Source: an optimization exercise on an open RTL-to-GDS flow (aim: small area). Production flows keep margins and buffers that such runs may drop. Function was checked by simulation only, so behaviour that the tests miss may differ from the original. Power is estimated from default activity; no workload was simulated.

==> trial 21: inputs <==
Design algo_top, start of the top module:
module  algo_top(
        input                   sclk                    ,
        input                   s_rst_n                 ,
        input                   vsync_i                 ,
        input                   hsync_i                 ,
        input   [15 : 0]        data_i                  ,
        input   [1 : 0]         sel                     ,
        input                   data_en                 ,
        output  reg             vsync_o                 ,
        output  reg             hsync_o                 ,
        output  wire [15 : 0]   rgb565                  ,
        output  wire    [15 : 0]   valid_num            ,
        output  wire    [31 : 0]   x_coor               ,
        output  wire    [31 : 0]   y_coor               ,
        output  wire            coor_valid_flag
);
reg     [1:0]   state;
reg     [15:0]  out_r;           
assign  rgb565 = out_r;
reg     [15:0]  pix_r;           
reg             mask_r;          
reg             mask_r2;         
reg             ed1_n;           
reg             ed4_n;           
reg             pol;             
reg     [10:1]  vd;              
reg     [10:1]  hd;              
reg     [7:1]   ed;              
wire            mask;
wire            cor_flag;
wire            exp_flag;
always @(posedge sclk) begin
        state <= sel;
end
always @(posedge sclk) begin
        pix_r  <= data_i;
        mask_r <= mask;
        mask_r2 <= mask_r;
        ed1_n  <= ~data_en;
        ed4_n  <= ~ed[3];
        vd     <= {vd[9:1], vsync_i};
        hd     <= {hd[9:1], hsync_i};
        ed     <= {ed[6:1], data_en};
end
always @(posedge sclk or negedge s_rst_n) begin
  ...
==> flow/config.mk <==
export PLATFORM = sky130hd
export DESIGN_NAME = algo_top
export DESIGN_NICKNAME = algo_top
export VERILOG_FILES = /design/flow/design.v
export SDC_FILE = /design/flow/constraint.sdc
export NUM_CORES = 4
export LEC_CHECK = 0
export CAP_MARGIN = 20
export CORE_MARGIN = 2
export CORE_UTILIZATION = 70
export PLACE_DENSITY = 0.8
export SLEW_MARGIN = 20
==> flow/constraint.sdc <==
create_clock -name core_clock -period 10.0 [get_ports {sclk}]
set_input_delay 2.0000 -clock core_clock [delete_from_list [all_inputs] [get_ports {sclk}]]
set_output_delay 2.0000 -clock core_clock [all_outputs]
set_load 0.01 [all_outputs]
standard.sh (not shown) runs the stock make flow with config.mk's settings and CLKGATE_MAP_FILE= SYNTH_SCRIPT=/design/flow/synth_recipe.tcl, a recipe that flattens the netlist after the stock synthesis.
==> flow/flow/run.sh <==
#!/bin/bash
# Own flow: the standard layout (standard.sh, unchanged synthesis,
# floorplan, power grid, placement and routing) with two settings passed
# to ORFS through its own variables:
#  - port buffers made of the smallest buffer cell (every input and
#    output port still gets its own buffer).
# Each tool's full output is in the ORFS logs under orfs/logs/; make's own
# output goes to standard.log in this folder.
set -euo pipefail
export CTS_ARGS="-sink_clustering_enable -repair_clock_nets -dont_use_dummy_load -sink_clustering_size 20 -sink_clustering_max_diameter 50 -buf_list sky130_fd_sc_hd__clkbuf_8"
export BUFFER_PORTS_ARGS="-buffer_cell sky130_fd_sc_hd__buf_1"
bash standard.sh > standard.log 2>&1
==> inputs of trial 95, as changes to trial 21 <==
==> flow/flow/run.sh (replaced) <==
#!/bin/bash
# Own flow: the standard layout (standard.sh, unchanged synthesis,
# floorplan, power grid, placement and routing) with two settings passed
# to ORFS through its own variables:
set -euo pipefail
export CTS_ARGS="-sink_clustering_enable -repair_clock_nets -dont_use_dummy_load -sink_clustering_size 20 -sink_clustering_max_diameter 50 -buf_list sky130_fd_sc_hd__clkbuf_8"
export BUFFER_PORTS_ARGS="-buffer_cell sky130_fd_sc_hd__buf_1"
bash standard.sh > standard.log 2>&1
CAP_MARGIN = 0   (was 20)
CORE_UTILIZATION = 75   (was 70)
PLACE_DENSITY = 0.9   (was 0.8)
SLEW_MARGIN = 0   (was 20)
==> inputs of trial 47, as changes to trial 21 <==
CTS_BUF_LIST = sky130_fd_sc_hd__clkbuf_8   (was not set)
CTS_CLUSTER_DIAMETER = 60   (was not set)
CTS_CLUSTER_SIZE = 20   (was not set)
PLACE_DENSITY = not set   (was 0.8)
==> summary.txt <==
	trial 95	trial 21	trial 47
P_comb	1500 µW	1470 µW	1460 µW
Number of filler instances in the final layout	5960	7410	7683
Post-layout instance count excluding filler cells	7551	7598	7592
End of the critical path	Exp_alg_inst.exp_buffer_inst.ring.sr[772]	Boundary_extraction_inst.y_coor_all[17]	Boundary_extraction_inst.x_coor_all[23]
Max rail drop VDD	0.000188 V	0.000172 V	0.000162 V
Diode count	4	5	1
Clock network area share	0.0288	0.0288	0.0297
Run status	no timing/DRC/antenna violations	no timing/DRC/antenna violations	no timing/DRC/antenna violations
Met1 demand-to-capacity share in global routing	0.323	0.268	0.272
Peak Freq	0.227 GHz	0.241 GHz	0.283 GHz
Cell area after layout	0.0792 mm²	0.0793 mm²	0.0793 mm²
Highest cell delay on the worst timing path	1.02 ns	0.70 ns	0.79 ns
Worst Reg-to-Reg Cells	4	11	10
Top layer used by detailed routing	met4	met5	met4
Worst slew pin tran	1.24 ns	1.17 ns	1.26 ns

-- port drivers added, routing unchanged --
How much do the figures lean on ideal ports? The routed layouts below were timed once more, with nothing changed but the port constraints. Step 1: set_driving_cell puts a clkbuf_16 on sclk and a buf_2 on each other input, an assumption about the parent block. Step 2 adds t to the input delays and takes it off the output delays; t is the mean of the earliest and latest rising clock arrival at the registers after step 1. Input paths then give back, and output paths get back, about the clock's delay inside the block. Three values: no drivers, after step 1, after step 2; two values: the first two.
| run | shift t [ns] | setup WS [ns] | hold WS [ns] | clock arrival spread, ns | worst register clock-pin slew, ns |
|---|---|---|---|---|---|
| trial 21 | 0.897 | 5.843 / 5.843 / 5.843 | 0.312 / 0.312 / 0.312 | 0.076 / 0.076 | 0.11 / 0.11 |
| trial 95 | 0.908 | 5.593 / 5.593 / 5.593 | 0.314 / 0.314 / 0.314 | 0.115 / 0.116 | 0.12 / 0.12 |
| trial 47 | 0.895 | 6.470 / 6.470 / 6.470 | 0.314 / 0.314 / 0.314 | 0.062 / 0.062 | 0.11 / 0.11 |
After both steps setup and hold are still met in every run listed.
